This design comes from an exercise in tuning for small area, a short achievable clock period and few clock cycles on the open sky130 flow, not from production work. Where RTL was checked, it was by simulation tests only, not by an equivalence proof against the original. No functional check of the RTL was part of run 8. No activity file was given, so power comes from the tool's default toggle rates.

<file path="design/flow/constraint.sdc">
create_clock -name core_clock -period 14.0 [get_ports {clk}]
set_input_delay 2.8000 -clock core_clock [delete_from_list [all_inputs] [get_ports {clk}]]
set_output_delay 2.8000 -clock core_clock [all_outputs]
set_load 0.01 [all_outputs]
</file>
<file path="design/flow/config.mk">
export PLATFORM = sky130hd
export DESIGN_NAME = AEC
export DESIGN_NICKNAME = AEC
export VERILOG_FILES = /design/flow/design.v
export SDC_FILE = /design/flow/constraint.sdc
export NUM_CORES = 4
export LEC_CHECK = 0
export ABC_AREA = 1
export CAP_MARGIN = 20
export CORE_MARGIN = 2
export CORE_UTILIZATION = 65
export SLEW_MARGIN = 20
</file>
<file path="design/flow/flow/make_args">
SETUP_SLACK_MARGIN=10.3
BUFFER_PORTS_ARGS=-buffer_cell sky130_fd_sc_hd__buf_1
CTS_ARGS=-sink_clustering_enable -repair_clock_nets -dont_use_dummy_load -buf_list sky130_fd_sc_hd__clkbuf_8
</file>
<file path="design/flow/standard.sh">
#!/bin/bash
# synth_recipe.tcl (not shown) runs the flow's synth.tcl, then flattens the netlist and writes it again
# the make line also repeats each setting of config.mk as NAME=value (left out here)
make -C /OpenROAD-flow-scripts/flow DESIGN_CONFIG=/design/flow/config.mk WORK_HOME=/design/flow/orfs CLKGATE_MAP_FILE= SYNTH_SCRIPT=/design/flow/synth_recipe.tcl "${@:-finish}"
</file>
<file path="design/flow/flow/run.sh">
#!/bin/bash
# Runs the standard ORFS layout (standard.sh) with the extra make
# settings listed one per line in flow/make_args.
set -euo pipefail
mapfile -t extra < flow/make_args
bash standard.sh "${extra[@]}" finish > standard_flow.log 2>&1
</file>
<file path="design/flow/design.v">
module AEC(clk, rst, ascii_in, ready, valid, result);
input clk;
input rst;
input ready;
input [7:0] ascii_in;
output valid;
output [6:0] result;
reg active;             
reg valid_r;            
reg k_dig, k_pm, k_mul, k_lp, k_rp;    
reg [3:0] xv;           
wire inexpr = ready | active;
wire [7:0] a = ascii_in;
wire is_eq  = a[4] & a[3] & a[2];              
wire is_dig = a[6] | (a[4] & ~(a[3] & a[2]));  
wire is_op  = ~a[6] & ~a[4];                   
wire [2:0] a_inc = a[2:0] + 3'd1;
always @(posedge clk) begin
	if (rst) begin
		active  <= 1'b0;
		valid_r <= 1'b0;
		k_dig   <= 1'b0;
		k_pm    <= 1'b0;
		k_mul   <= 1'b0;
		k_lp    <= 1'b0;
		k_rp    <= 1'b0;
	end else begin
		active  <= inexpr & ~is_eq;
		valid_r <= inexpr & is_eq;
		k_dig   <= inexpr & is_dig;
		k_pm    <= inexpr & is_op & a[0] & (a[1] | a[2]);  
		k_mul   <= inexpr & is_op & ~a[0] & a[1];           
		k_lp    <= inexpr & is_op & ~a[0] & ~a[1];          
		k_rp    <= inexpr & is_op & a[0] & ~a[2] & ~a[1];   
	end
	xv <= a[6] ? {1'b1, a_inc} : (is_op & a[1] & ~a[0]) ? 4'h1 : a[3:0];
end
reg [6:0] A, B, K;
reg [13:0] E0, E1;        
reg [6:0] E2;             
reg [5:0] F;              
reg po;                   
wire [6:0] r0 = ({7{xv[0]}} & B) ^ {7{k_mul}};
wire [6:0] r1 = {7{xv[1]}} & {B[5:0], 1'b0};
wire [6:0] r2 = {7{xv[2]}} & {B[4:0], 2'b0};
wire [6:0] r3 = {7{xv[3]}} & {B[3:0], 3'b0};
wire [6:0] s1 = r0 ^ r1 ^ r2;
wire [6:0] c1 = (r0 & r1) | (r0 & r2) | (r1 & r2);
wire [6:0] t1 = {c1[5:0], 1'b0};
wire [6:0] s2 = s1 ^ t1 ^ r3;
wire [6:0] c2 = (s1 & t1) | (s1 & r3) | (t1 & r3);
wire [6:0] t2 = {c2[5:0], k_mul};
wire [6:0] s3 = s2 ^ t2 ^ A;
wire [6:0] c3 = (s2 & t2) | (s2 & A) | (t2 & A);
wire [6:0] P = s2 + t2;
wire [6:0] Q = s3 + {c3[5:0], 1'b0};
wire [6:0] S_o = F[0] ? E0[13:7] : 7'd0;
wire [6:0] R = S_o + A;
wire [6:0] K_o = F[0] ? E0[6:0] : K;
wire [6:0] negK = ~K + 7'd1;
always @(posedge clk) begin
	if (rst) begin
		A  <= 7'd0;
		B  <= 7'd1;
		K  <= 7'd1;
		F  <= 6'd0;
		po <= 1'b0;
	end else begin
		po <= k_mul | k_pm;
		if (valid_r) begin
			A <= 7'd0;
			B <= 7'd1;
			K <= 7'd1;
		end else if (k_dig) begin
			A <= Q;
			B <= P;
		end else if (k_mul) begin
			A <= Q;
		end else if (k_pm) begin
			B <= xv[2] ? negK : K;
		end else if (k_lp) begin
			A <= 7'd0;
			K <= B;
		end else if (k_rp) begin
			A <= R;
			B <= A;
			K <= K_o;
		end
		if (k_lp)
			F <= {F[4:0], po};
		else if (k_rp)
			F <= {1'b0, F[5:1]};
	end
	if (k_lp & po) begin
		E0 <= {A, K};
		E1 <= E0;
		E2 <= E1[13:7];
	end else if (k_rp & F[0]) begin
		E0 <= E1;
		E1 <= {E2, 7'd1};
	end
end
assign valid  = valid_r;
assign result = A;
endmodule
</file>
==> results.txt, run 1 <==
status complete, no violations; die width 86.9 µm; 1st-iter DRT viols 208; total track usage 27.3%; antenna violations before repair 0; Worst EP arrival 860 ps; row count 30; CORE AREA 6720 µm²; layout cells sized above 1 11.1%; YS warnings 1; Die ar. 7550 µm²; Leak 2.28 nW; worst clock skew 20.4 ps; Mapped Avg Cell Area 8.13 µm²; Post-synth EDFFs 35; RSZ-0062 raised after global routing no; crit path capture type output pin; PwrDens 95.8 nW/µm²; PortBufs 16; critical path's top delay family flip-flops; worst-path fanout max 5; Slew Limit Headroom 58.3%; top_reg_cell synth dfxtp_1; Routed Antenna Nets 0; first-pass GRT wire length 15800 µm; Synth Cell Area 4470 µm²; Seq/Total Area, Yosys 41.0%; worst-path cell chain clkbuf_2; commonest non-fill, non-tap cell in the layout nand2_1; final WL 9390 µm; most frequent cells in the layout nand2_1, inv_1, edfxtp_1, o21ai_0; placed cell areas 4560 µm²; HPWL Detailed 7020 µm; Final Hold Fails 0; Final period util 26.1%; setup violators final 0; vias in the first global route 3416; Crit path required time 11200 ps; Slowest cell on crit path dfxtp_4; # clock sinks 74; setup tns final 0 ps; CTS Buf Count 9; Synth top area share 23.5%; total grt overflow 0; clk slew on worst S/H paths 80 ps; hold crit path type flop to flop; CTS tree yes; CTS H-tree depth 3; Peak VDD IR 0.0673 mV; Syn Inst Count 549; largest net degree at the start of global routing 41; Via density 5.53; Slew Viols, Final 0; Worst-Skew Late Latency 340 ps; Max Cap Viol 0; Fmax 273 MHz; Setup crit start kind flop; asr flop ratio synth 0%; final hold slack 455 ps; Synth area leader edfxtp_1; Starting Density 66.5%; CP max stage delay 390 ps; Area growth, synth to finish 6.72%; Tmin final 3660 ps; Buf/Inv on CP 1; syn nets 594; Synth area leaders edfxtp_1, dfxtp_1, nand2_1, inv_1, ha_1; hold bufs inserted after CTS 0; layout net count 614; Fillers 569; # DRC 0; CTS root buf clkbuf_8; FF+latch count, synth 74; RD Place Congestion 0.811; design area 4770 µm²; WL/cell 14.5 µm; num ports 19; vias 3578; Clock Path Buffers 2; crit path kind flop to output pin; First-pass DRT Iterations 4; Die H 86.9 µm; Ant. Diodes 0; Synth cell types 45; Least-Margin Pin Slew 625 ps
[what timing repair did]
| action | in CTS | in global routing |
|---|---|---|
| endpoints found under the hold margin | 0 | 0 |
| setup buffers | 0 | 6 |
| setup endpoints to repair | 12 | 9 |
| resized for setup | 13 | 9 |
[cell type report]
type,count,area [µm²],area share (%)
Sequential cell,74,1850,38.9
Tap cell,80,100,2.10
Multi-Input combinational cell,371,2220,46.7
Clock buffer,9,124,2.60
Timing Repair Buffer,24,129,2.70
Inverter,89,334,7.01
[power by group]
part / leakage [nW] / switching (mW) / internal [mW] / total (mW)
Clock: 0.0647 / 0.0692 / 0.0575 / 0.127
Combinational: 1.59 / 0.0541 / 0.0353 / 0.0894
Sequential: 0.624 / 0.00986 / 0.230 / 0.240
[per-stage QoR]
step                std cells  utilization, %  worst slack (ps)  total power [mW]
detailed placement        632            67.9              9870             0.330
finish                    647            70.9             10340             0.456
global placement          632            67.8              9500             0.327
floorplan                 549               -             10450             0.309
CTS                       641            70.1             10200             0.455
global route              647            70.9             10300             0.480
[synth_stat cells, types with 2 or more instances]
| cell | n |
|---|---|
| a211oi_1 | 2 |
| a21oi_1 | 19 |
| a21oi_2 | 2 |
| a221oi_1 | 3 |
| a31oi_1 | 11 |
| buf_2 | 6 |
| buf_4 | 4 |
| clkbuf_1 | 4 |
| dfxtp_1 | 39 |
| edfxtp_1 | 35 |
| fa_1 | 12 |
| ha_1 | 22 |
| inv_1 | 80 |
| inv_2 | 8 |
| nand2_1 | 151 |
| nand2_2 | 5 |
| nand2_4 | 3 |
| nand3_1 | 21 |
| nand3_2 | 3 |
| nand4_1 | 2 |
| nor2_1 | 30 |
| nor2_2 | 2 |
| o2111ai_1 | 2 |
| o211ai_1 | 6 |
| o21ai_0 | 36 |
| o21ai_1 | 5 |
| o21bai_1 | 2 |
| o221ai_1 | 5 |
| o22ai_1 | 3 |
| xnor2_1 | 2 |
| xor2_1 | 10 |
[flip-flops by register name, summed over array words and instances, names as in the netlist]
register	count
A	7
B	7
E0	14
E1	14
E2	7
F	6
K	7
active	1
k_dig	1
k_lp	1
k_mul	1
k_pm	1
k_rp	1
po	1
valid_r	1
xv	4
[per-layer routing]
layer	track usage (%)	vias to the layer above	part of all wire, %
met1	34.8	1664	46
met4	9.38	0	1.6
met2	47.0	65	49
met3	4.83	15	3.3
met5	0	-	0
li1	-	1834	-
[path summary, 6_finish.rpt]
kind	startpoint	endpoint	slack, ps	cells past startpoint
worst max-delay path	A[3]$_SDFFE_PP0P_	result[3]	10340	1
worst max register to register	k_mul$_SDFF_PP0_	A[6]$_SDFFE_PP0P_	10460	13
worst min register to register	E1[11]$_DFFE_PP_	E2[4]$_DFFE_PP_	460	0
worst min-delay path	E1[11]$_DFFE_PP_	E2[4]$_DFFE_PP_	460	0
[cells by family after synthesis]
kind of cell             share of synthesized area (%)
AND/OR/NAND/NOR                                   21.4
buffers and inverters                             9.41
AO/OA/AOI/OAI                                     13.9
flip-flops                                        41.0
adder cells (fa/ha/maj)                           11.5
XOR/XNOR                                          2.72
Testbench counts, summed over its fixed seeds: cycles 27,544.
==> run 2: changes to the inputs <==
--- a/design/flow/design.v
+++ b/design/flow/design.v
@@ -6,8 +6,8 @@
 output valid;
 output [6:0] result;
-reg active;             
 reg valid_r;            
 reg k_dig, k_pm, k_mul, k_lp, k_rp;    
 reg [3:0] xv;           
+wire active = k_dig | k_pm | k_mul | k_lp | k_rp;
 wire inexpr = ready | active;
 wire [7:0] a = ascii_in;
@@ -18,5 +18,4 @@
 always @(posedge clk) begin
 	if (rst) begin
-		active  <= 1'b0;
 		valid_r <= 1'b0;
 		k_dig   <= 1'b0;
@@ -26,5 +25,4 @@
 		k_rp    <= 1'b0;
 	end else begin
-		active  <= inexpr & ~is_eq;
 		valid_r <= inexpr & is_eq;
 		k_dig   <= inexpr & is_dig;
@@ -34,5 +32,7 @@
 		k_rp    <= inexpr & is_op & a[0] & ~a[2] & ~a[1];   
 	end
-	xv <= a[6] ? {1'b1, a_inc} : (is_op & a[1] & ~a[0]) ? 4'h1 : a[3:0];
+	xv <= a[6] ? {1'b1, a_inc} :
+	      is_op ? {2'b00, a[1] & ~a[0]} | {1'b0, a[2], 2'b00} :
+	      a[3:0];
 end
 reg [6:0] A, B, K;
@@ -41,8 +41,9 @@
 reg [5:0] F;              
 reg po;                   
+wire [6:0] S_o = {7{k_rp & F[0]}} & E0[13:7];
 wire [6:0] r0 = ({7{xv[0]}} & B) ^ {7{k_mul}};
 wire [6:0] r1 = {7{xv[1]}} & {B[5:0], 1'b0};
 wire [6:0] r2 = {7{xv[2]}} & {B[4:0], 2'b0};
-wire [6:0] r3 = {7{xv[3]}} & {B[3:0], 3'b0};
+wire [6:0] r3 = ({7{xv[3]}} & {B[3:0], 3'b0}) | S_o;
 wire [6:0] s1 = r0 ^ r1 ^ r2;
 wire [6:0] c1 = (r0 & r1) | (r0 & r2) | (r1 & r2);
@@ -55,6 +56,4 @@
 wire [6:0] P = s2 + t2;
 wire [6:0] Q = s3 + {c3[5:0], 1'b0};
-wire [6:0] S_o = F[0] ? E0[13:7] : 7'd0;
-wire [6:0] R = S_o + A;
 wire [6:0] K_o = F[0] ? E0[6:0] : K;
 wire [6:0] negK = ~K + 7'd1;
@@ -65,7 +64,5 @@
 		K  <= 7'd1;
 		F  <= 6'd0;
-		po <= 1'b0;
 	end else begin
-		po <= k_mul | k_pm;
 		if (valid_r) begin
 			A <= 7'd0;
@@ -83,5 +80,5 @@
 			K <= B;
 		end else if (k_rp) begin
-			A <= R;
+			A <= Q;
 			B <= A;
 			K <= K_o;
@@ -92,4 +89,5 @@
 			F <= {1'b0, F[5:1]};
 	end
+	po <= k_mul | k_pm;
 	if (k_lp & po) begin
 		E0 <= {A, K};
==> design/flow/flow/make_args (replaced) <==
SETUP_SLACK_MARGIN=10.4
BUFFER_PORTS_ARGS=-buffer_cell sky130_fd_sc_hd__buf_1
CTS_ARGS=-sink_clustering_enable -repair_clock_nets -dont_use_dummy_load -buf_list sky130_fd_sc_hd__clkbuf_8
--- a/design/flow/config.mk
+++ b/design/flow/config.mk
@@ -6,7 +6,6 @@
 export NUM_CORES = 4
 export LEC_CHECK = 0
-export ABC_AREA = 1
 export CAP_MARGIN = 20
 export CORE_MARGIN = 2
-export CORE_UTILIZATION = 65
+export CORE_UTILIZATION = 50
 export SLEW_MARGIN = 20
==> run 2 against run 1 <==
  * Design area is 0.52% lower
  * Critical path depth stayed put
  * Global-route usage is 5.6 points lower
  * Flip-flop and latch count is 1 lower
  * Worst hold slack worse by 9.2 ps
  * Critical endpoint is now result[6]
  * Highest routed layer unchanged
==> results.txt, run 2 <==
final WL 9100 µm (-3.2%); CTS tree yes; largest family of logic cells by synthesized area adder cells; Routed Antenna Nets 0 (unchanged); Mapped Avg Cell Area 10.4 µm² (+28%); die width 94.5 µm (+8.8%); worst r2r path cells 14 (+1); hold path endpoint E2[3]$_DFFE_PP_; Post-Synth Adder-Cell Area 13.0% (+1.5 points); top_reg_cell synth dfxtp_1; sw frac 29.1% (-0.11 points); setup violators final 0 (unchanged); R2R setup slack 10520 ps (+60 ps); FF+latch count, synth 73 (-1.4%); Via density 5.46 (-1.2%); Seq/Total Area, Yosys 44.2% (+3.2 points); antenna violations before repair 0 (unchanged); CORE AREA 8090 µm² (+20%); Final period util 25.7% (-0.38 points); CP max stage delay 350 ps (-40 ps); total grt overflow 0 (unchanged); First-pass DRT Iterations 4 (unchanged); count of non-filler cells in the finished layout 530 (-18%); status complete, no violations; critical path's top delay family flip-flops; Syn Inst Count 393 (-28%); CTS Buf Count 9 (unchanged); Worst-Skew Late Latency 340 ps (about the same); syn nets 437 (-26%); worst-path cell chain buf_6; post-synthesis compound-gate area fraction 12.0% (-1.9 points); Post-synth EDFFs 35 (unchanged); Psw 141 µW (+5.8%); Area growth, synth to finish 15.7%; Seq pwr share 49.2% (-3.4 points); FF+latch area 1860 µm² (+0.13%); PortBufs 16 (unchanged); Synth top area share 25.7% (+2.1 points); RSZ-0062 raised after global routing yes; Synth Cell Area 4100 µm² (-8.3%); Slew Limit Headroom 49.9% (-8.4 points); XOR/XNOR share of the synthesized area 6.20% (+3.5 points); asr flop ratio synth 0% (unchanged); Fillers 731 (+28%); # DRC 0 (unchanged); largest net degree at the start of global routing 31 (-24%); Clock Path Buffers 2 (unchanged); Synth area leaders edfxtp_1, dfxtp_1, fa_1, ha_1, xnor2_1; worst r2r dst A[6]$_SDFFE_PP0P_; Max Cap Viol 0 (unchanged); HPWL Detailed 6240 µm (-11%); PwrDens 102 nW/µm² (+6.8%); Post-Synth Simple-Gate Area 12.2% (-9.2 points); post-layout power 485 µW (+6.2%); Least-Margin Pin Slew 752 ps (+127 ps); hold crit path type flop to flop; WHS Path Cells 0 (unchanged); Tmin final 3600 ps (-53.8 ps); Die H 94.5 µm (+8.8%); Gate power share 24.0% (+4.4 points); clk slew on worst S/H paths 70 ps (about the same); Slew Viols, Final 0 (unchanged); CTS H-tree depth 3 (unchanged); Starting Density 50.6% (-16 points); Crit path required time 11200 ps (about the same); vias in the first global route 2842 (-17%); RR Startpoint B[2]$_SDFFE_PP0P_; worst clock skew 13.9 ps (-6.50 ps); RD Place Congestion 0.820 (+1.1%); num ports 19 (unchanged); design area 4740 µm² (-0.52%); 1st-iter DRT viols 129 (-38%); Slowest cell on crit path dfxtp_4; biggest registers after layout E0 x14, E1 x14; CTS root buf clkbuf_8; Peak VDD IR 0.0467 mV (-31%); Clock power frac 26.8% (-1.0 points); crit path capture type output pin; first-pass GRT wire length 14500 µm (-8.7%); multiplexer share of the synthesized area 7.57% (+7.6 points); Die ar. 8930 µm² (+18%); Fmax 277 MHz (+1.5%); # clock sinks 73 (-1.4%); WL/cell 17.2 µm (+18%); crit path kind flop to output pin; Worst EP arrival 800 ps (-60 ps); Final Hold Fails 0 (unchanged); DP Cell Count 501 (-21%); Internal 344 µW (+6.4%); YS warnings 1 (unchanged); most frequent cells in the layout nor2_1, edfxtp_1, nand2_1; setup tns final 0 ps (unchanged); Leak 1.85 nW (-19%); synth cell count leaders nor2_1, dfxtp_1, edfxtp_1; commonest non-fill, non-tap cell in the layout nor2_1; Setup crit start kind flop; Ant. Diodes 0 (unchanged); Synth area leader edfxtp_1; Hold Startpoint E1[10]$_DFFE_PP_; worst-path fanout max 2 (-3); placed cell areas 4270 µm² (-6.3%); Synth cell types 43 (-4.4%); count leader, synth nor2_1; Multi-input gate area 2200 µm² (-1.1%); total track usage 21.8% (-5.6 points); row count 33 (+10%); layout net count 471 (-23%); final hold slack 446 ps (-9.23 ps); Buf/Inv on CP 1 (unchanged); layout cells sized above 1 22.4% (+11 points); vias 2896 (-19%)
-- run 2: metal layers --
layer | part of all wire, % | global-route usage, % | routed length, µm | vias up
met5 | 0 | 0 | 0 | -
met4 | 1.1 | 5.43 | 99 | 0
met3 | 3.8 | 4.95 | 350 | 10
met2 | 49 | 36.4 | 4450 | 42
met1 | 46 | 28.8 | 4200 | 1417
li1 | - | - | - | 1427
-- run 2: timing repair --
item	in CTS	in global routing
endpoints found under the setup margin	13	10
gates resized for setup	39	19
hold buffers	0	0
pin swaps	1	19
setup buffers	13	7
-- run 2: cell families (layout without fill, tap and decap cells) --
family          after synthesis  after routing
xor+xnor                     29             29
flops                        73             73
mux                          29             29
buf+inv                      49             81
fa+ha+maj                    33             33
simple gates                107            107
compound gates               73             73
-- run 2: worst max-delay path by stage --
stage,slack (ps),from,end,cells past startpoint
final,10400,A[6]$_SDFFE_PP0P_,result[6],1
after global routing,10340,B[2]$_SDFFE_PP0P_,A[6]$_SDFFE_PP0P_,14
after CTS,10350,B[2]$_SDFFE_PP0P_,A[6]$_SDFFE_PP0P_,14
after detailed placement,9790,k_mul$_SDFF_PP0_,A[6]$_SDFFE_PP0P_,13
after global placement,9840,k_mul$_SDFF_PP0_,A[6]$_SDFFE_PP0P_,13
after floorplan,10350,rst,B[6]$_SDFFE_PP0P_,5
-- run 2: metrics by stage --
| stage | setup WS (ps) | util (%) |
|---|---|---|
| 2_1_floorplan | 10350 | - |
| 3_3_place_gp | 9840 | 52.8 |
| 3_5_place_dp | 9790 | 52.8 |
| 4_1_cts | 10350 | 56.7 |
| 5_1_grt | 10340 | 58.6 |
| 6_report | 10400 | 58.6 |
-- run 2: area by class of cell --
type / count / share of cell area (%)
multi-input combinational: 271 / 46.4
clock buffer: 9 / 2.61
sequential: 73 / 39.2
tap: 105 / 2.77
timing repair buffer: 41 / 6.49
inverter: 31 / 2.53
-- run 2: power by group through the flow --
stage / Clock, mW / Combinational (mW) / Sequential [mW]
2_1_floorplan: 0 / 0.0681 / 0.240
6_report: 0.130 / 0.116 / 0.238
3_3_place_gp: 0 / 0.0817 / 0.246
4_1_cts: 0.133 / 0.0958 / 0.239
5_1_grt: 0.140 / 0.131 / 0.240
3_5_place_dp: 0 / 0.0834 / 0.246
Testbench counts of run 2, summed over its fixed seeds: cycles 27,544.
==> run 3: changes to the inputs <==
==> design/flow/flow/make_args (replaced) <==
SETUP_SLACK_MARGIN=10.2
BUFFER_PORTS_ARGS=-buffer_cell sky130_fd_sc_hd__buf_1
CTS_ARGS=-sink_clustering_enable -repair_clock_nets -dont_use_dummy_load -buf_list sky130_fd_sc_hd__clkbuf_8
==> run 3 against run 2 <==
  * Die area unchanged
  * Critical path depth unchanged
  * Combinational power down 27%
  * Sequential power about the same
  * Final cell count down 2.1%
  * Highest routed layer unchanged
  * Clock skew up 6.2 ps
  * Wire length down 7.1%
  * Flip-flop and latch count unchanged
==> results.txt, run 3 <==
status complete, no violations; commonest non-fill, non-tap cell in the layout nor2_1; sw frac 28.2% (-0.88 points); post-synthesis compound-gate area fraction 12.0% (unchanged); CTS Buf Count 9 (unchanged); Tmin final 3770 ps (+170 ps); largest family of logic cells by synthesized area adder cells; Fillers 772 (+5.6%); pre-CTS WS 9820 ps (+35.0 ps); CTS root buf clkbuf_8; Final Hold Fails 0 (unchanged); final WL 8450 µm (-7.1%); synth cell count leaders nor2_1, dfxtp_1, edfxtp_1; CORE AREA 8090 µm² (unchanged); PwrDens 100 nW/µm² (-2.1%); Die H 94.5 µm (unchanged); Clock Path Buffers 2 (unchanged); FF+latch area 1830 µm² (-1.7%); Slowest cell on crit path dfxtp_1; RSZ-0062 raised after global routing yes; asr flop ratio synth 0% (unchanged); Gate power share 18.7% (-5.3 points); antenna violations before repair 0 (unchanged); Die ar. 8930 µm² (unchanged); First-pass DRT Iterations 5 (+1); Post-Synth Adder-Cell Area 13.0% (unchanged); WL/cell 16.3 µm (-5.1%); layout net count 460 (-2.3%); Internal 324 µW (-5.8%); vias in the first global route 2691 (-5.3%); Fmax 265 MHz (-4.5%); Synth Cell Area 4100 µm² (unchanged); Synth cell types 43 (unchanged); Ant. Diodes 0 (unchanged); Seq/Total Area, Yosys 44.2% (unchanged); Setup crit start kind flop; worst-path fanout max 5 (+3); Psw 127 µW (-9.8%); Worst EP arrival 970 ps (+170 ps); Seq pwr share 53.5% (+4.3 points); total grt overflow 0 (unchanged); hold bufs inserted after CTS 0 (unchanged); Hold Startpoint E1[11]$_DFFE_PP_; Multi-input gate area 2140 µm² (-2.8%); FF+latch count, synth 73 (unchanged); multiplexer share of the synthesized area 7.57% (unchanged); CTS tree yes; R2R setup slack 10330 ps (-190 ps); row count 33 (unchanged); worst clock skew 20.1 ps (+6.21 ps); crit path capture type output pin; syn nets 437 (unchanged); critical path's top delay family flip-flops; CP max stage delay 450 ps (+100 ps); DP Cell Count 500 (-0.20%); die width 94.5 µm (unchanged); Synth area leaders edfxtp_1, dfxtp_1, fa_1, ha_1, xnor2_1; Post-synth EDFFs 35 (unchanged); Crit path required time 11200 ps (about the same); Syn Inst Count 393 (unchanged); biggest registers after layout E0 x14, E1 x14; layout cells sized above 1 14.0% (-8.3 points); Synth area leader edfxtp_1; CTS H-tree depth 3 (unchanged); first-pass GRT wire length 14000 µm (-3.4%); Post-Synth Simple-Gate Area 12.2% (unchanged); Clock power frac 27.7% (+0.9 points); # DRC 0 (unchanged); num ports 19 (unchanged); PortBufs 16 (unchanged); count of non-filler cells in the finished layout 519 (-2.1%); vias 2889 (-0.24%); fin worst setup slack 10230 ps (-170 ps); Peak VDD IR 0.0541 mV (+16%); RD Place Congestion 0.822 (+0.27%); Buf/Inv on CP 1 (unchanged); Least-Margin Pin Slew 685 ps (-67.2 ps); Starting Density 50.6% (unchanged); YS warnings 1 (unchanged); 1st-iter DRT viols 184 (+43%); largest net degree at the start of global routing 31 (unchanged); Slew Limit Headroom 54.0% (+4.1 points); Mapped Avg Cell Area 10.4 µm² (unchanged); XOR/XNOR share of the synthesized area 6.20% (unchanged); total track usage 20.9% (-0.85 points); Area growth, synth to finish 9.96%; crit path kind flop to output pin; Slew Viols, Final 0 (unchanged); Leak 1.74 nW (-5.7%); # clock sinks 73 (unchanged); count leader, synth nor2_1; Synth top area share 25.7% (unchanged); setup violators final 0 (unchanged); hold crit path type flop to flop; Routed Antenna Nets 0 (unchanged); worst-path cell chain buf_1; Max Cap Viol 0 (unchanged); most frequent cells in the layout nor2_1, edfxtp_1, nand2_1, inv_1, dfxtp_1; RR Startpoint k_mul$_SDFF_PP0_; top_reg_cell synth dfxtp_1; worst setup path startpoint A[6]$_SDFFE_PP0P_; Final period util 27.0% (+1.2 points); clk slew on worst S/H paths 70 ps (about the same); Via density 5.57 (+1.9%); HPWL Detailed 6180 µm (-0.95%); setup tns final 0 ps (unchanged); Worst-Skew Late Latency 350 ps (about the same)
run 3: cell counts after synthesis:
Identical to the previous run, type by type.
run 3: worst register-to-register path, delay by kind of cell (launching register included):
kind	cells	cell delay [ps]
adders and majority gates	4	1920
buffers and inverters	5	510
DFF	1	430
xor gates and xnor gates	3	420
AOI/OAI and AO/OA	2	280
run 3: metrics by stage:
step | hold slack (ps) | area [µm²] | power, mW | util [%]
floorplan | 420 | 4130 | 0.308 | -
global placement | 431 | 4260 | 0.326 | 52.6
detailed placement | 437 | 4260 | 0.328 | 52.6
CTS | 438 | 4390 | 0.452 | 54.2
global route | 462 | 4500 | 0.476 | 55.7
finish | 434 | 4500 | 0.451 | 55.7
run 3: metal layers:
metal	track usage [%]	up-vias	wire (µm)
li1	-	1406	-
met1	28.7	1401	4160
met2	33.7	64	3910
met3	4.55	18	269
met4	5.80	0	112
met5	0	-	0
run 3: path summary, 6_finish.rpt:
kind,endpoint,cells past startpoint
setup / recovery,result[6],1
hold / removal,E2[4]$_DFFE_PP_,0
setup reg to reg,A[6]$_SDFFE_PP0P_,14
hold reg to reg,E2[4]$_DFFE_PP_,0
run 3: repair_timing:
action                     CTS  global route
setup endpoints to repair    3             7
resized for setup            2            12
gates cloned                 0             0
hold endpoints to repair     0             0
setup buffers                0            10
pin swaps                    0             1
run 3: kinds of logic after synthesis:
kind of cell | count (synthesis)
and+or+nand+nor | 107
AOI/OAI and AO/OA | 73
DFF | 73
buffers and inverters | 49
adders and majority gates | 33
xor gates and xnor gates | 29
muxes | 29
run 3: final cells by class:
type / count / area share [%]
multi-input cells: 271 / 47.5
flip-flops and latches: 73 / 40.5
repair buffers: 30 / 3.67
inverters: 31 / 2.67
well taps: 105 / 2.92
clock buffers: 9 / 2.75
run 3: power groups by stage:
stage	Clock (mW)	Sequential [mW]	Combinational (mW)
6_report	0.125	0.241	0.0844
5_1_grt	0.137	0.243	0.0961
4_1_cts	0.128	0.241	0.0828
3_5_place_dp	0	0.246	0.0820
3_3_place_gp	0	0.246	0.0808
2_1_floorplan	0	0.240	0.0672
==> run 4: changes to the inputs <==
==> design/flow/flow/make_args (replaced) <==
SETUP_SLACK_MARGIN=10.3
BUFFER_PORTS_ARGS=-buffer_cell sky130_fd_sc_hd__buf_1
CTS_ARGS=-sink_clustering_enable -repair_clock_nets -dont_use_dummy_load -buf_list sky130_fd_sc_hd__clkbuf_8
--- a/design/flow/config.mk
+++ b/design/flow/config.mk
@@ -8,4 +8,4 @@
 export CAP_MARGIN = 20
 export CORE_MARGIN = 2
-export CORE_UTILIZATION = 50
+export CORE_UTILIZATION = 40
 export SLEW_MARGIN = 20
==> run 4 against run 3 <==
  * Still clean on timing, DRC and antenna
  * Flip-flop and latch count is the same
  * Utilization decreased by 8.8 points
  * Sequential share of layout area fell by 0.48 points
  * Die area increased by 24%
  * Design area up 2.5%
  * Sequential power hardly changed
  * Count of clock-buffer cells in the layout stayed put
  * Fmax increased by 3.0%
  * Largest power group unchanged
==> results.txt, run 4 <==
DP Cell Count 528 (+5.6%); Synth area leader edfxtp_1; final WL 9040 µm (+6.9%); Fmax 273 MHz (+3.0%); count of non-filler cells in the finished layout 548 (+5.6%); Tmin final 3670 ps (-108 ps); crit path kind flop to output pin; hold bufs inserted after CTS 0 (unchanged); total track usage 17.1% (-3.8 points); syn nets 437 (unchanged); post-synthesis compound-gate area fraction 12.0% (unchanged); Least-Margin Pin Slew 766 ps (+81.1 ps); Ant. Diodes 0 (unchanged); crit path capture type output pin; CTS root buf clkbuf_8; top_reg_cell synth dfxtp_1; total grt overflow 0 (unchanged); vias in the first global route 2968 (+10%); largest family of logic cells by synthesized area adder cells; synth cell count leaders nor2_1, dfxtp_1, edfxtp_1; row count 36 (+9.1%); Synth area leaders edfxtp_1, dfxtp_1, fa_1, ha_1, xnor2_1; Buf/Inv on CP 1 (unchanged); Syn Inst Count 393 (unchanged); worst-path fanout max 5 (unchanged); Synth top area share 25.7% (unchanged); worst setup path startpoint A[6]$_SDFFE_PP0P_; layout cells sized above 1 18.8% (+4.8 points); Worst-Skew Late Latency 350 ps (about the same); Starting Density 41.5% (-9.1 points); Synth cell types 43 (unchanged); Die ar. 11100 µm² (+24%); PortBufs 16 (unchanged); Hold Startpoint E1[10]$_DFFE_PP_; Via density 5.30 (-4.8%); Slew Limit Headroom 48.6% (-5.4 points); critical path's top delay family flip-flops; vias 2903 (+0.48%); CTS Buf Count 9 (unchanged); die width 105 µm (+11%); Slew Viols, Final 0 (unchanged); Final Hold Fails 0 (unchanged); YS warnings 1 (unchanged); biggest registers after layout E0 x14, E1 x14; layout net count 461 (+0.22%); worst clock skew 15.1 ps (-4.93 ps); Post-synth EDFFs 35 (unchanged); # DRC 0 (unchanged); worst-path cell chain buf_2; setup tns final 0 ps (unchanged); FF+latch count, synth 73 (unchanged); first-pass GRT wire length 14800 µm (+6.0%); Crit path depth 1 (unchanged); PwrDens 99.9 nW/µm² (-0.22%); CP max stage delay 380 ps (-70 ps); commonest non-fill, non-tap cell in the layout nor2_1; XOR/XNOR share of the synthesized area 6.20% (unchanged); asr flop ratio synth 0% (unchanged); Crit path required time 11200 ps (about the same); Seq/Total Area, Yosys 44.2% (unchanged); Mapped Avg Cell Area 10.4 µm² (unchanged); Synth Cell Area 4100 µm² (unchanged); Area growth, synth to finish 12.7%; WHS Path Cells 0 (unchanged); Final period util 26.2% (-0.77 points); most frequent cells in the layout nor2_1, edfxtp_1, nand2_1, inv_1, dfxtp_1; worst r2r path cells 14 (unchanged); HPWL Detailed 6240 µm (+0.99%); RD Place Congestion 0.809 (-1.6%); RR Startpoint k_mul$_SDFF_PP0_; 1st-iter DRT viols 129 (-30%); clk slew on worst S/H paths 70 ps (about the same); RSZ-0062 raised after global routing yes; antenna violations before repair 0 (unchanged); CORE AREA 9860 µm² (+22%); Routed Antenna Nets 0 (unchanged); CTS H-tree depth 3 (unchanged); Slowest cell on crit path dfxtp_4; num ports 19 (unchanged); Post-Synth Adder-Cell Area 13.0% (unchanged); Leak 1.82 nW (+4.3%); Max Cap Viol 0 (unchanged); count leader, synth nor2_1; Post-Synth Simple-Gate Area 12.2% (unchanged); final hold slack 446 ps (+12.4 ps); Worst EP arrival 870 ps (-100 ps); largest net degree at the start of global routing 31 (unchanged); hold crit path type flop to flop; multiplexer share of the synthesized area 7.57% (unchanged); status complete, no violations; Clock Path Buffers 2 (unchanged); Peak VDD IR 0.0480 mV (-11%); Die H 105 µm (+11%); WL/cell 16.5 µm (+1.3%); # clock sinks 73 (unchanged); First-pass DRT Iterations 5 (unchanged); setup violators final 0 (unchanged); Setup crit start kind flop; CTS tree yes
-- run 4: cell types whose count changed in the layout (fill, tap and decap cells not counted), sizes merged --
cell / change
buf: -2
clkbuf: +2
dlymetal6s2s: +1
-- run 4: cell type report --
type	instances	area, µm²
Multi-Input combinational cell	271	2170
Timing Repair Buffer	31	188
Sequential cell	73	1850
Clock buffer	9	124
Fill cell	918	5250
Tap cell	133	166
Inverter	31	120
-- run 4: metal layers --
| layer | part of all wire (%) | wire length [µm] | up-vias | track usage [%] |
|---|---|---|---|---|
| li1 | - | - | 1414 | - |
| met1 | 46 | 4190 | 1413 | 22.8 |
| met2 | 47 | 4250 | 61 | 27.5 |
| met3 | 4.7 | 429 | 15 | 4.18 |
| met4 | 1.8 | 164 | 0 | 5.14 |
| met5 | 0 | 0 | - | 0 |
-- run 4: what timing repair did --
item / CTS / global route
setup endpoints to repair: 10 / 7
cloned: 0 / 0
buffers inserted: 1 / 10
gates resized for setup: 25 / 16
pin swaps: 0 / 6
-- run 4: per-stage QoR --
step | instance area [µm²] | setup slack [ps] | total power, mW | utilization, %
3_5_place_dp | 4300 | 9860 | 0.328 | 43.5
2_1_floorplan | 4140 | 10330 | 0.308 | -
3_3_place_gp | 4300 | 9850 | 0.327 | 43.5
4_1_cts | 4470 | 10290 | 0.457 | 45.3
6_report | 4620 | 10330 | 0.461 | 46.8
5_1_grt | 4620 | 10230 | 0.486 | 46.8
-- run 4: power by group --
part           internal, mW  total (mW)  switching (mW)
Combinational        0.0429      0.0947          0.0519
Sequential            0.229       0.240          0.0113
Clock                0.0574       0.126          0.0690
-- run 4: logic make-up after synthesis --
group	Yosys count
compound gates	73
mux	29
fa+ha+maj	33
buf+inv	49
simple gates	107
flops	73
xor+xnor	29
-- run 4: path summary, 6_finish.rpt --
check / to / slack (ps)
setup / recovery: result[6] / 10330
hold / removal: E2[3]$_DFFE_PP_ / 450
setup reg to reg: A[6]$_SDFFE_PP0P_ / 10430
hold reg to reg: E2[3]$_DFFE_PP_ / 450
-- run 4: worst reg2reg max path, cell delays in order (launching register included) --
cell and delay [ps]:
dfxtp_4 390, buf_4 150, xnor2_2 150, fa_1 450
fa_1 520, inv_1 60, fa_1 470, inv_1 70
ha_1 310, a211oi_2 270, o21bai_2 100, a21oi_2 190
xnor2_2 140, xnor2_1 130, o21ai_0 80
==> run 5: changes to the inputs <==
--- a/design/flow/config.mk
+++ b/design/flow/config.mk
@@ -8,4 +8,4 @@
 export CAP_MARGIN = 20
 export CORE_MARGIN = 2
-export CORE_UTILIZATION = 40
+export CORE_UTILIZATION = 70
 export SLEW_MARGIN = 20
==> run 5 against run 4 <==
  * Still clean on timing, DRC and antenna
  * Total power rose by 2.3%
  * First-iteration DRC count rose by 86%
  * Global-route usage rose by 13 points
  * Clock skew rose by 13 ps
  * Utilization rose by 34 points
==> results.txt, run 5 <==
status complete, no violations; CORE AREA 5570 µm² (-43%); Die H 80.5 µm (-23%); Synth area leaders edfxtp_1, dfxtp_1, fa_1, ha_1, xnor2_1; DP Cell Count 466 (-12%); CTS H-tree depth 3 (unchanged); Fmax 272 MHz (-0.38%); Worst EP arrival 880 ps (about the same); largest net degree at the start of global routing 31 (unchanged); layout cells sized above 1 17.2% (-1.6 points); # DRC 0 (unchanged); YS warnings 1 (unchanged); Psw 138 µW (+4.3%); vias 2961 (+2.0%); Worst-Skew Late Latency 360 ps (about the same); Peak VDD IR 0.0670 mV (+39%); Post-synth EDFFs 35 (unchanged); setup violators final 0 (unchanged); Clock Path Buffers 2 (unchanged); critical path's top delay family flip-flops; Synth top area share 25.7% (unchanged); count leader, synth nor2_1; commonest non-fill, non-tap cell in the layout nor2_1; Buf/Inv on CP 1 (unchanged); Routed Antenna Nets 0 (unchanged); Area growth, synth to finish 10.0%; R2R setup slack 10420 ps (about the same); vias in the first global route 2900 (-2.3%); WL/cell 18.9 µm (+14%); antenna violations before repair 0 (unchanged); FF+latch count, synth 73 (unchanged); Least-Margin Pin Slew 996 ps (+231 ps); worst-path cell chain buf_1; final WL 9050 µm (+0.15%); top_reg_cell synth dfxtp_1; row count 27 (-25%); First-pass DRT Iterations 4 (-1); 1st-iter DRT viols 240 (+86%); HPWL Detailed 6310 µm (+1.0%); Syn Inst Count 393 (unchanged); CTS root buf clkbuf_8; Synth Cell Area 4100 µm² (unchanged); Gate power share 22.0% (+1.5 points); Final Hold Fails 0 (unchanged); Seq pwr share 51.1% (-1.0 points); Via density 6.17 (+16%); die width 80.5 µm (-23%); Seq/Total Area, Yosys 44.2% (unchanged); layout net count 454 (-1.5%); crit path capture type output pin; biggest registers after layout E0 x14, E1 x14; Crit path required time 11200 ps (about the same); CP max stage delay 390 ps (about the same); Clock power frac 26.9% (-0.5 points); PortBufs 16 (unchanged); setup tns final 0 ps (unchanged); Max Cap Viol 0 (unchanged); post-layout power 472 µW (+2.3%); syn nets 437 (unchanged); Tmin final 3680 ps (+13.8 ps); Internal 334 µW (+1.5%); worst clock skew 28.2 ps (+13.0 ps); # clock sinks 73 (unchanged); Synth area leader edfxtp_1; Setup crit start kind flop; PwrDens 105 nW/µm² (+4.8%); Slowest cell on crit path dfxtp_2; Slew Limit Headroom 33.4% (-15 points); Die ar. 6480 µm² (-41%); crit path kind flop to output pin; first-pass GRT wire length 14200 µm (-4.2%); total grt overflow 0 (unchanged); count of non-filler cells in the finished layout 480 (-12%); RD Place Congestion 0.861 (+6.4%); worst-path fanout max 5 (unchanged); hold bufs inserted after CTS 0 (unchanged); clk slew on worst S/H paths 80 ps (about the same); hold crit path type flop to flop; Synth cell types 43 (unchanged); sw frac 29.2% (+0.56 points); num ports 19 (unchanged); CTS Buf Count 9 (unchanged); total track usage 30.1% (+13 points); RSZ-0062 raised after global routing yes; Mapped Avg Cell Area 10.4 µm² (unchanged); Leak 1.74 nW (-4.3%); most frequent cells in the layout nor2_1, edfxtp_1, nand2_1, inv_1, dfxtp_1; CTS tree yes; asr flop ratio synth 0% (unchanged); Starting Density 73.5% (+32 points); Slew Viols, Final 0 (unchanged); synth cell count leaders nor2_1, dfxtp_1, edfxtp_1; Ant. Diodes 0 (unchanged); Final period util 26.3% (+0.099 points); Final Util 80.9% (+34 points)
-- run 5: power by group through the flow --
stage | Combinational [mW] | Sequential, mW | Clock (mW)
after floorplan | 0.0674 | 0.240 | 0
after detailed placement | 0.0844 | 0.245 | 0
after global routing | 0.115 | 0.242 | 0.133
after CTS | 0.0858 | 0.241 | 0.127
final | 0.104 | 0.241 | 0.127
after global placement | 0.0803 | 0.245 | 0
-- run 5: layout make-up --
type | instances | area [µm²]
fillers | 353 | 1070
multi-input cells | 271 | 2200
well taps | 72 | 90.1
clock buffers | 9 | 124
inverters | 31 | 120
flip-flops and latches | 73 | 1850
repair buffers | 24 | 128
-- run 5: logic make-up after synthesis --
group | count (synthesis) | synth area share, %
adders and majority gates | 33 | 13.0
muxes | 29 | 7.57
xor gates and xnor gates | 29 | 6.20
buffers and inverters | 49 | 4.76
AOI/OAI and AO/OA | 73 | 12.0
DFF | 73 | 44.2
and+or+nand+nor | 107 | 12.2
-- run 5: through the flow --
stage | instance area (µm²) | hold slack, ps | setup slack [ps]
2_1_floorplan | 4140 | 420 | 10330
3_3_place_gp | 4210 | 444 | 9980
3_5_place_dp | 4210 | 440 | 9970
4_1_cts | 4360 | 463 | 10250
5_1_grt | 4510 | 461 | 10300
6_report | 4510 | 458 | 10320
-- run 5: timing repair --
action,4_1_cts,5_1_grt
buffers inserted,0,5
pin swaps,0,12
gates resized for setup,18,22
endpoints found under the setup margin,9,5
-- run 5: worst paths after layout --
kind | from | end | cells after the start
setup / recovery | A[6]$_SDFFE_PP0P_ | result[6] | 1
setup reg to reg | k_mul$_SDFF_PP0_ | A[6]$_SDFFE_PP0P_ | 14
hold reg to reg | E1[10]$_DFFE_PP_ | E2[3]$_DFFE_PP_ | 0
hold / removal | E1[10]$_DFFE_PP_ | E2[3]$_DFFE_PP_ | 0
-- run 5: layer usage --
metal | track usage [%] | vias to the layer above | share of wire (%)
met5 | 0 | - | 0
met4 | 17.1 | 0 | 4.4
met3 | 4.16 | 27 | 4.6
met2 | 51.6 | 100 | 49
met1 | 36.2 | 1438 | 42
li1 | - | 1396 | -
==> run 6: changes to the inputs <==
--- a/design/flow/config.mk
+++ b/design/flow/config.mk
@@ -8,4 +8,4 @@
 export CAP_MARGIN = 20
 export CORE_MARGIN = 2
-export CORE_UTILIZATION = 70
+export CORE_UTILIZATION = 60
 export SLEW_MARGIN = 20
==> run 6 against run 5 <==
  * Still clean on timing, DRC and antenna
  * Register-to-register slack about the same
  * Clock skew increased by 0.53 ps
  * Worst hold slack hardly changed
  * Sequential share of layout area is 0.33 points lower
  * Final cell count up 2.5%
  * Synthesized area unchanged
  * Wire length fell by 5.4%
  * Critical endpoint unchanged
  * Largest power group unchanged
  * Highest routed layer unchanged
==> results.txt, run 6 <==
biggest registers after layout E0 x14, E1 x14; RSZ-0062 raised after global routing yes; Slew Limit Headroom 53.2% (+20 points); setup violators final 0 (unchanged); Max Cap Viol 0 (unchanged); Clock Path Buffers 2 (unchanged); # DRC 0 (unchanged); Worst-Skew Late Latency 360 ps (about the same); Slowest cell on crit path dfxtp_4; num ports 19 (unchanged); Synth area leaders edfxtp_1, dfxtp_1, fa_1, ha_1, xnor2_1; wl on met1 3980 µm (+5.6%); Mapped Avg Cell Area 10.4 µm² (unchanged); worst-path fanout max 5 (unchanged); final WL 8570 µm (-5.4%); Tmin final 3670 ps (-10.2 ps); Synth cell types 43 (unchanged); layout net count 458 (+0.88%); design area 4540 µm² (+0.67%); 1st-iter DRT viols 131 (-45%); met3 wire len 264 µm (-37%); Leak 1.77 nW (+1.7%); Slew Viols, Final 0 (unchanged); Final Hold Fails 0 (unchanged); Setup crit start kind flop; worst setup path startpoint A[6]$_SDFFE_PP0P_; Seq/Total Area, Yosys 44.2% (unchanged); Crit path required time 11200 ps (about the same); first-pass GRT wire length 14000 µm (-1.3%); antenna violations before repair 0 (unchanged); vias 2807 (-5.2%); Ant. Diodes 0 (unchanged); Synth Cell Area 4100 µm² (unchanged); Peak VDD IR 0.0586 mV (-13%); Fillers 553 (+57%); placed cell areas 4220 µm² (+0.24%); CORE AREA 6680 µm² (+20%); WL/cell 17.4 µm (-7.7%); PwrDens 102 nW/µm² (-2.8%); hold crit path type flop to flop; hold bufs inserted after CTS 0 (unchanged); HPWL Detailed 6120 µm (-3.0%); Final Util 67.9% (-13 points); Syn Inst Count 393 (unchanged); Synth top area share 25.7% (unchanged); Die ar. 7500 µm² (+16%); Routed Antenna Nets 0 (unchanged); setup tns final 0 ps (unchanged); Fmax 273 MHz (+0.28%); top_reg_cell synth dfxtp_1; Final period util 26.2% (-0.073 points); status complete, no violations; syn nets 437 (unchanged); Worst EP arrival 870 ps (about the same); pre-CTS WS 9870 ps (-98.0 ps); total grt overflow 0 (unchanged); First-pass DRT Iterations 5 (+1); # clock sinks 73 (unchanged); clk slew on worst S/H paths 80 ps (about the same); commonest non-fill, non-tap cell in the layout nor2_1; highest routed layer met4; FF+latch count, synth 73 (unchanged); routed wl met2 4040 µm (-9.5%); Via density 5.71 (-7.5%); CTS tree yes; worst-path cell chain buf_2; Least-Margin Pin Slew 696 ps (-300 ps); most frequent cells in the layout nor2_1, edfxtp_1, nand2_1, inv_1, dfxtp_1; CTS H-tree depth 3 (unchanged); asr flop ratio synth 0% (unchanged); layout cells sized above 1 17.0% (-0.17 points); CTS root buf clkbuf_8; CTS Buf Count 9 (unchanged); Starting Density 61.3% (-12 points); count leader, synth nor2_1; CP max stage delay 390 ps (about the same); Synth area leader edfxtp_1; die width 86.6 µm (+7.6%); worst clock skew 28.7 ps (+0.530 ps); critical path's top delay family flip-flops; vias in the first global route 2779 (-4.2%); RR Startpoint k_mul$_SDFF_PP0_; Die H 86.6 µm (+7.6%); row count 30 (+11%); largest net degree at the start of global routing 31 (unchanged); Hold Startpoint E1[8]$_DFFE_PP_; Post-synth EDFFs 35 (unchanged); crit path kind flop to output pin; PortBufs 16 (unchanged); YS warnings 1 (unchanged); total track usage 25.0% (-5.1 points); synth cell count leaders nor2_1, dfxtp_1, edfxtp_1; Area growth, synth to finish 10.8%; RD Place Congestion 0.814 (-5.4%); Buf/Inv on CP 1 (unchanged); post-layout power 462 µW (-2.1%); fin worst setup slack 10330 ps (+10.2 ps); crit path capture type output pin
## run 6: cell types whose count changed in the layout (fill, tap and decap cells not counted), moves of 2 or more
cell	before	now
clkbuf_2	1	5
ha_4	4	2
dfxtp_2	8	6
buf_4	8	11
buf_2	5	2
ha_1	13	15
dfxtp_1	23	25
## run 6: layout make-up
type | instances | area (µm²) | area share [%]
clock buffer | 9 | 124 | 2.73
multi-input combinational | 271 | 2170 | 47.8
tap | 80 | 100 | 2.21
sequential | 73 | 1850 | 40.7
timing repair buffer | 28 | 179 | 3.94
inverter | 31 | 120 | 2.65
## run 6: repair_timing
item | in CTS | in global routing
cloned | 0 | 0
pin swaps | 1 | 7
setup buffers | 5 | 3
setup endpoints to repair | 10 | 8
resized for setup | 21 | 15
## run 6: cell families (layout without fill, tap and decap cells)
family,count (synthesis),after routing,share of synthesized area [%]
AOI/OAI and AO/OA,73,73,12.0
xor gates and xnor gates,29,29,6.20
buffers and inverters,49,68,4.76
muxes,29,29,7.57
adders and majority gates,33,33,13.0
DFF,73,73,44.2
and+or+nand+nor,107,107,12.2
## run 6: final timing paths
check | to | slack, ps | cells after the start
worst max-delay path | result[6] | 10330 | 1
worst min-delay path | E2[1]$_DFFE_PP_ | 460 | 0
worst max register to register | A[6]$_SDFFE_PP0P_ | 10410 | 14
worst min register to register | E2[1]$_DFFE_PP_ | 460 | 0
## run 6: report_power, final
group          internal (mW)  total, mW  switching [mW]
combinational         0.0442     0.0955          0.0513
sequential             0.229      0.241          0.0120
clock                 0.0573      0.125          0.0681
total                  0.330      0.462           0.131
## run 6: metrics by stage
step,std cells,hold slack [ps]
4_1_cts,488,463
3_5_place_dp,474,435
2_1_floorplan,393,420
5_1_grt,492,479
6_report,492,458
3_3_place_gp,474,426
## run 6: per-layer routing
layer	vias up	GRT usage, %
met4	0	11.8
met1	1330	32.3
met5	-	0
li1	1405	-
met3	23	4.29
met2	49	41.0
==> run 7: changes to the inputs <==
--- a/design/flow/config.mk
+++ b/design/flow/config.mk
@@ -8,4 +8,4 @@
 export CAP_MARGIN = 20
 export CORE_MARGIN = 2
-export CORE_UTILIZATION = 60
+export CORE_UTILIZATION = 50
 export SLEW_MARGIN = 20
==> run 7 against run 6 <==
  * Critical endpoint unchanged
  * Global-route usage fell by 3.2 points
  * Still clean
  * Worst setup slack improved by 12 ps
  * Sequential share of layout area rose by 0.093 points
  * Die area rose by 19%
  * Critical path depth did not move
  * Count of clock-buffer cells in the layout did not move
  * Fmax rose by 0.32%
  * First-iteration DRC count fell by 12%
  * Utilization fell by 12 points
  * Critical path type unchanged
  * Synthesized cell count did not move
==> results.txt, run 7 <==
status complete, no violations; Final Hold Fails 0 (unchanged); first-pass GRT wire length 14400 µm (+3.1%); largest net degree at the start of global routing 31 (unchanged); WHS Path Cells 0 (unchanged); Syn Inst Count 393 (unchanged); Crit path required time 11200 ps (about the same); WL/cell 17.2 µm (-1.2%); most frequent cells in the layout nor2_1, edfxtp_1, nand2_1, inv_1, dfxtp_1; Gate power share 19.5% (-1.2 points); CTS Buf Count 9 (unchanged); synth cell count leaders nor2_1, dfxtp_1, edfxtp_1; multiplexer share of the synthesized area 7.57% (unchanged); CORE AREA 8090 µm² (+21%); Seq pwr share 52.8% (+0.6 points); Psw 130 µW (-0.99%); Post-Synth Adder-Cell Area 13.0% (unchanged); PwrDens 100 nW/µm² (-1.2%); R2R setup slack 10380 ps (-30 ps); worst-path cell chain buf_2; Area growth, synth to finish 10.9%; worst setup path startpoint A[6]$_SDFFE_PP0P_; Ant. Diodes 0 (unchanged); RD Place Congestion 0.822 (+0.93%); final WL 8900 µm (+3.8%); Final period util 26.1% (-0.084 points); Final Util 56.1% (-12 points); Worst EP arrival 860 ps (about the same); DP Cell Count 500 (+5.5%); antenna violations before repair 0 (unchanged); setup violators final 0 (unchanged); worst r2r dst A[6]$_SDFFE_PP0P_; row count 33 (+10%); Post-Synth Simple-Gate Area 12.2% (unchanged); Clock power frac 27.6% (+0.5 points); Mapped Avg Cell Area 10.4 µm² (unchanged); layout cells sized above 1 18.0% (+0.97 points); final hold slack 461 ps (+2.35 ps); First-pass DRT Iterations 4 (-1); num ports 19 (unchanged); Setup crit start kind flop; post-synthesis compound-gate area fraction 12.0% (unchanged); critical path's top delay family flip-flops; Buf/Inv on CP 1 (unchanged); Max Cap Viol 0 (unchanged); CTS tree yes; YS warnings 1 (unchanged); HPWL Detailed 6210 µm (+1.5%); pre-CTS WS 9810 ps (-61.7 ps); RSZ-0062 raised after global routing yes; worst clock skew 19.4 ps (-9.29 ps); worst r2r path cells 14 (unchanged); setup tns final 0 ps (unchanged); largest family of logic cells by synthesized area adder cells; CTS H-tree depth 3 (unchanged); Fmax 273 MHz (+0.32%); Die ar. 8930 µm² (+19%); Slew Limit Headroom 53.5% (+0.27 points); PortBufs 16 (unchanged); vias in the first global route 2775 (-0.14%); commonest non-fill, non-tap cell in the layout nor2_1; Synth cell types 43 (unchanged); Internal 326 µW (-1.2%); Slew Viols, Final 0 (unchanged); top_reg_cell synth dfxtp_1; CTS root buf clkbuf_8; Least-Margin Pin Slew 692 ps (-4.00 ps); Crit path depth 1 (unchanged); Die H 94.5 µm (+9.1%); crit path kind flop to output pin; 1st-iter DRT viols 115 (-12%); hold crit path type flop to flop; RR Startpoint k_mul$_SDFF_PP0_; vias 2826 (+0.68%); # DRC 0 (unchanged); Synth area leaders edfxtp_1, dfxtp_1, fa_1, ha_1, xnor2_1; die width 94.5 µm (+9.1%); sw frac 28.5% (+0.040 points); CP max stage delay 380 ps (about the same); Leak 1.78 nW (+0.72%); total grt overflow 0 (unchanged); clk slew on worst S/H paths 80 ps (about the same); hold bufs inserted after CTS 0 (unchanged); count of non-filler cells in the finished layout 517 (+5.1%); Slowest cell on crit path dfxtp_4; Worst-Skew Late Latency 350 ps (about the same); asr flop ratio synth 0% (unchanged); # clock sinks 73 (unchanged); crit path capture result[6]; syn nets 437 (unchanged); Peak VDD IR 0.0549 mV (-6.4%); Tmin final 3660 ps (-11.7 ps); count leader, synth nor2_1; Routed Antenna Nets 0 (unchanged); Synth area leader edfxtp_1; worst-path fanout max 5 (unchanged); Via density 5.47 (-4.2%); total track usage 21.8% (-3.2 points); layout net count 458 (unchanged); crit path capture type output pin; Synth top area share 25.7% (unchanged); Starting Density 50.6% (-11 points); fin worst setup slack 10340 ps (+11.7 ps); biggest registers after layout E0 x14, E1 x14; Synth Cell Area 4100 µm² (unchanged); XOR/XNOR share of the synthesized area 6.20% (unchanged); Seq/Total Area, Yosys 44.2% (unchanged); FF+latch count, synth 73 (unchanged); Clock Path Buffers 2 (unchanged); Post-synth EDFFs 35 (unchanged)
[run 7: power groups by stage]
stage               logic (mW)  registers [mW]  clock network, mW
floorplan               0.0674           0.240                  0
global placement        0.0808           0.246                  0
detailed placement      0.0827           0.245                  0
CTS                     0.0846           0.241              0.129
global route             0.101           0.242              0.139
finish                  0.0891           0.241              0.126
[run 7: worst min-delay path by stage]
stage | endpoint | startpoint | slack [ps]
global placement | E2[0]$_DFFE_PP_ | E1[7]$_DFFE_PP_ | 430
floorplan | E2[1]$_DFFE_PP_ | E1[8]$_DFFE_PP_ | 420
global route | E2[0]$_DFFE_PP_ | E1[7]$_DFFE_PP_ | 480
detailed placement | E2[6]$_DFFE_PP_ | E1[13]$_DFFE_PP_ | 430
CTS | E2[3]$_DFFE_PP_ | E1[10]$_DFFE_PP_ | 460
finish | E2[0]$_DFFE_PP_ | E1[7]$_DFFE_PP_ | 460
[run 7: layout make-up]
type | instances | area [µm²]
Fill cell | 754 | 3550
Multi-Input combinational cell | 271 | 2150
Sequential cell | 73 | 1850
Timing Repair Buffer | 28 | 160
Tap cell | 105 | 131
Clock buffer | 9 | 124
Inverter | 31 | 120
[run 7: through the flow]
stage / total power [mW] / instance area (µm²)
floorplan: 0.308 / 4140
global placement: 0.326 / 4260
detailed placement: 0.328 / 4260
CTS: 0.455 / 4450
global route: 0.482 / 4540
finish: 0.456 / 4540
[run 7: metal layers]
layer  vias up  global-route usage (%)  share of wire, %
li1       1409                       -                 -
met1      1364                    29.7                49
met2        42                    35.0                46
met3        11                    3.83               3.3
met4         0                    7.97               1.3
met5         -                       0                 0
[run 7: logic make-up after synthesis]
family                     Yosys count
AOI/OAI and AO/OA                   73
xor gates and xnor gates            29
adders and majority gates           33
buffers and inverters               49
DFF                                 73
muxes                               29
and+or+nand+nor                    107
[run 7: timing repair]
| item | CTS | global route |
|---|---|---|
| setup endpoints to repair | 13 | 8 |
| gates cloned | 0 | 0 |
| buffers inserted | 4 | 4 |
| pin swaps | 0 | 3 |
| resized for setup | 21 | 19 |
==> run 8: changes to the inputs <==
--- a/design/flow/design.v
+++ b/design/flow/design.v
@@ -59,15 +59,11 @@
 wire [6:0] negK = ~K + 7'd1;
 always @(posedge clk) begin
-	if (rst) begin
-		A  <= 7'd0;
-		B  <= 7'd1;
-		K  <= 7'd1;
-		F  <= 6'd0;
+	if (~active) begin
+		A <= 7'd0;
+		B <= 7'd1;
+		K <= 7'd1;
+		F <= 6'd0;
 	end else begin
-		if (valid_r) begin
-			A <= 7'd0;
-			B <= 7'd1;
-			K <= 7'd1;
-		end else if (k_dig) begin
+		if (k_dig) begin
 			A <= Q;
 			B <= P;
==> run 8 against run 7 <==
  * Worst hold slack worse by 21 ps
  * Wire length up 0.87%
  * Utilization increased by 0.93 points
  * Synthesized area grew 0.37%
  * Count of clock-buffer cells in the layout unchanged
  * Critical path depth grew 13
  * Via count rose by 0.81%
  * Sequential power rose by 2%
  * Synthesized cell count shrank 1.8%
  * Critical endpoint is now A[6]$_SDFFE_PN0P_
  * Largest cell class unchanged
  * Largest power group unchanged
==> results.txt, run 8 <==
status complete, no violations; Setup crit start kind flop; CTS H-tree depth 3 (unchanged); Seq pwr share 48.2% (-4.6 points); Slew Viols, Final 0 (unchanged); critical path's top delay family adder cells; RD Place Congestion 0.825 (+0.39%); layout cells sized above 1 21.5% (+3.6 points); CTS Buf Count 9 (unchanged); Peak VDD IR 0.0560 mV (+2.0%); Max Cap Viol 0 (unchanged); total grt overflow 0 (unchanged); clk slew on worst S/H paths 80 ps (about the same); setup tns final 0 ps (unchanged); final hold slack 439 ps (-21.2 ps); Psw 155 µW (+19%); hold crit path type flop to flop; HPWL Detailed 6360 µm (+2.5%); Synth top area share 25.6% (-0.094 points); sw frac 30.2% (+1.7 points); final WL 8970 µm (+0.87%); # DRC 0 (unchanged); die width 94.7 µm (+0.17%); Hold Startpoint E1[11]$_DFFE_PP_; layout net count 455 (-0.66%); Slew Limit Headroom 51.4% (-2.1 points); Gate power share 27.5% (+8.0 points); row count 33 (unchanged); crit path kind flop to flop; worst clock skew 22.9 ps (+3.46 ps); WL/cell 17.5 µm (+1.5%); Least-Margin Pin Slew 724 ps (+31.8 ps); Die ar. 8960 µm² (+0.35%); Internal 357 µW (+9.5%); Seq/Total Area, Yosys 44.1% (-0.16 points); vias in the first global route 2726 (-1.8%); Routed Antenna Nets 0 (unchanged); CORE AREA 8090 µm² (unchanged); Crit path required time 14230 ps (+3030 ps); first-pass GRT wire length 14200 µm (-1.3%); syn nets 430 (-1.6%); RR Startpoint xv[0]$_DFF_P_; CP most frequent cell fa_1; Die H 94.7 µm (+0.17%); Worst EP arrival 3910 ps (+3050 ps); 1st-iter DRT viols 208 (+81%); Worst-Skew Late Latency 350 ps (about the same); CP max stage delay 580 ps (+200 ps); top_reg_cell synth dfxtp_1; Leak 1.79 nW (+0.65%); YS warnings 1 (unchanged); hold path endpoint E2[4]$_DFFE_PP_; most frequent cells in the layout edfxtp_1, nor2_1, nand2_1; # clock sinks 73 (unchanged); Post-synth EDFFs 35 (unchanged); num ports 19 (unchanged); commonest non-fill, non-tap cell in the layout edfxtp_1; Starting Density 50.8% (+0.19 points); Syn Inst Count 386 (-1.8%); worst-path fanout max 5 (unchanged); hold bufs inserted after CTS 0 (unchanged); Buf/Inv on CP 2 (+1); CTS tree yes; Clock Path Buffers 2 (unchanged); Slowest cell on crit path fa_1; WHS Path Cells 0 (unchanged); FF+latch count, synth 73 (unchanged); Synth area leader edfxtp_1; Synth Cell Area 4110 µm² (+0.37%); count leader, synth dfxtp_1; largest net degree at the start of global routing 29 (-6.5%); Via density 5.54 (+1.4%); Synth cell types 50 (+16%); Fillers 745 (-1.2%); antenna violations before repair 0 (unchanged); CTS root buf clkbuf_8; Ant. Diodes 0 (unchanged); worst r2r dst A[6]$_SDFFE_PN0P_; setup violators final 0 (unchanged); Final period util 26.3% (+0.19 points); First-pass DRT Iterations 4 (unchanged); crit path capture type flop; Tmin final 3680 ps (+26.2 ps); RSZ-0062 raised after global routing yes; R2R setup slack 10320 ps (-60 ps); worst setup path startpoint xv[0]$_DFF_P_; asr flop ratio synth 0% (unchanged); Synth area leaders edfxtp_1, dfxtp_1, fa_1, ha_1, mux2_2; Area growth, synth to finish 12.3%; Clock power frac 24.4% (-3.2 points); worst r2r path cells 14 (unchanged); synth cell count leaders dfxtp_1, edfxtp_1, nor2_1; vias 2849 (+0.81%); PortBufs 16 (unchanged); PwrDens 111 nW/µm² (+10%); Fmax 271 MHz (-0.71%); Final Hold Fails 0 (unchanged); total track usage 21.7% (-0.067 points); Mapped Avg Cell Area 10.7 µm² (+2.2%); biggest registers after layout E0 x14, E1 x14; worst-path cell chain nand2_2, xnor2_2, fa_1, fa_1, inv_1, fa_1, inv_2, ha_4, a211oi_4, o21bai_1, a21oi_1, xnor3_1, a21o_1, a21o_1
run 8: cell types whose count changed after synthesis, moves of 3 or more:
cell / before / now
nand3_1: 4 / 1
xnor2_1: 21 / 12
a21oi_1: 15 / 18
a22oi_1: 9 / 0
o22ai_1: 0 / 4
a211oi_1: 19 / 15
nor2_1: 40 / 33
a32oi_1: 0 / 3
a21o_1: 4 / 7
o21ai_0: 10 / 15
run 8: kinds of logic after synthesis:
kind of cell               after synthesis  share of synthesized area (%)
xor gates and xnor gates                22                           5.90
AOI/OAI and AO/OA                       77                           12.3
and+or+nand+nor                        101                           11.7
adders and majority gates               33                           13.0
DFF                                     73                           44.1
muxes                                   30                           7.79
buffers and inverters                   50                           5.30
run 8: layout make-up:
type                            instances  area, µm²  share of cell area (%)
Multi-Input combinational cell        263       2180                    47.2
Sequential cell                        73       1860                    40.3
Timing Repair Buffer                   33        200                    4.34
Tap cell                              105        131                    2.85
Clock buffer                            9        124                    2.68
Inverter                               31        124                    2.68
run 8: worst register-to-register path: cells and delay by family, from the launching register on:
family / cells / cell delay [ps]
and+or+nand+nor: 1 / 70
buffers and inverters: 2 / 120
adders and majority gates: 4 / 1790
AOI/OAI and AO/OA: 5 / 800
xor gates and xnor gates: 2 / 400
DFF: 1 / 380
run 8: layer usage:
layer	up-vias	part of all wire (%)	track usage (%)
met1	1387	45	28.3
li1	1395	-	-
met2	57	51	36.0
met4	0	1.1	5.92
met3	10	3.6	5.67
met5	-	0	0
run 8: per-stage QoR:
step / worst slack [ps] / utilization, % / power [mW] / cells / area (µm²)
2_1_floorplan: 10310 / - / 0.333 / 386 / 4150
4_1_cts: 10270 / 55.8 / 0.500 / 511 / 4520
3_3_place_gp: 9850 / 52.8 / 0.365 / 491 / 4270
5_1_grt: 10160 / 57.1 / 0.542 / 514 / 4620
3_5_place_dp: 9770 / 52.8 / 0.367 / 491 / 4270
6_report: 10320 / 57.1 / 0.512 / 514 / 4620
run 8: how the worst max path moves through the flow:
stage                         to  slack, ps  depth (start not counted)
2_1_floorplan    k_rp$_SDFF_PP0_      10310                          3
4_1_cts        A[6]$_SDFFE_PN0P_      10270                         14
3_5_place_dp   A[6]$_SDFFE_PN0P_       9770                         13
6_report       A[6]$_SDFFE_PN0P_      10320                         14
5_1_grt        A[6]$_SDFFE_PN0P_      10160                         14
3_3_place_gp   A[6]$_SDFFE_PN0P_       9850                         13
run 8: timing repair:
action                                  in CTS  in global routing
endpoints found under the setup margin       9                  6
setup buffers                               11                  3
pin swaps                                    4                  9
resized for setup                           24                 20
run 8: power by group through the flow:
stage	clock [mW]	combinational (mW)	sequential (mW)
2_1_floorplan	0	0.0866	0.247
3_3_place_gp	0	0.111	0.254
3_5_place_dp	0	0.113	0.255
4_1_cts	0.128	0.126	0.246
5_1_grt	0.140	0.155	0.248
6_report	0.125	0.141	0.247

==> static timing again, ports no longer ideal <==
No port has a modelled driver above. Below, the same layouts with a new extraction and two added sets of constraints. Step 1 (the two cells are an assumption about what drives the block):
set clk [get_ports {clk}]
set_driving_cell -lib_cell sky130_fd_sc_hd__clkbuf_16 $clk
set_driving_cell -lib_cell sky130_fd_sc_hd__buf_2 [delete_from_list [all_inputs] $clk]
Step 2, shift: input delay + t, output delay - t, t = (earliest + latest rising clock arrival at the registers) / 2. This alone moves slack from input paths to output paths. a / b / c = no drivers / after step 1 / after step 2; a / b = the first two.
run | shift t [ns] | setup slack, ns | cell pins on the clock port's net
run 1 | 0.365 | 10.343 / 10.311 / 10.098 | 1
run 2 | 0.373 | 10.396 / 10.360 / 10.087 | 1
run 3 | 0.369 | 10.226 / 10.194 / 10.023 | 1
run 4 | 0.371 | 10.334 / 10.301 / 10.047 | 1
run 5 | 0.375 | 10.320 / 10.289 / 10.038 | 1
run 6 | 0.372 | 10.331 / 10.302 / 10.061 | 1
run 7 | 0.369 | 10.342 / 10.310 / 10.034 | 1
run 8 | 0.373 | 10.316 / 10.316 / 10.177 | 1
After both steps setup and hold are still met in every run listed. For run 2, which loses most, drivers alone change the setup slack by -0.036 ns; drivers and shift together by -0.309 ns.
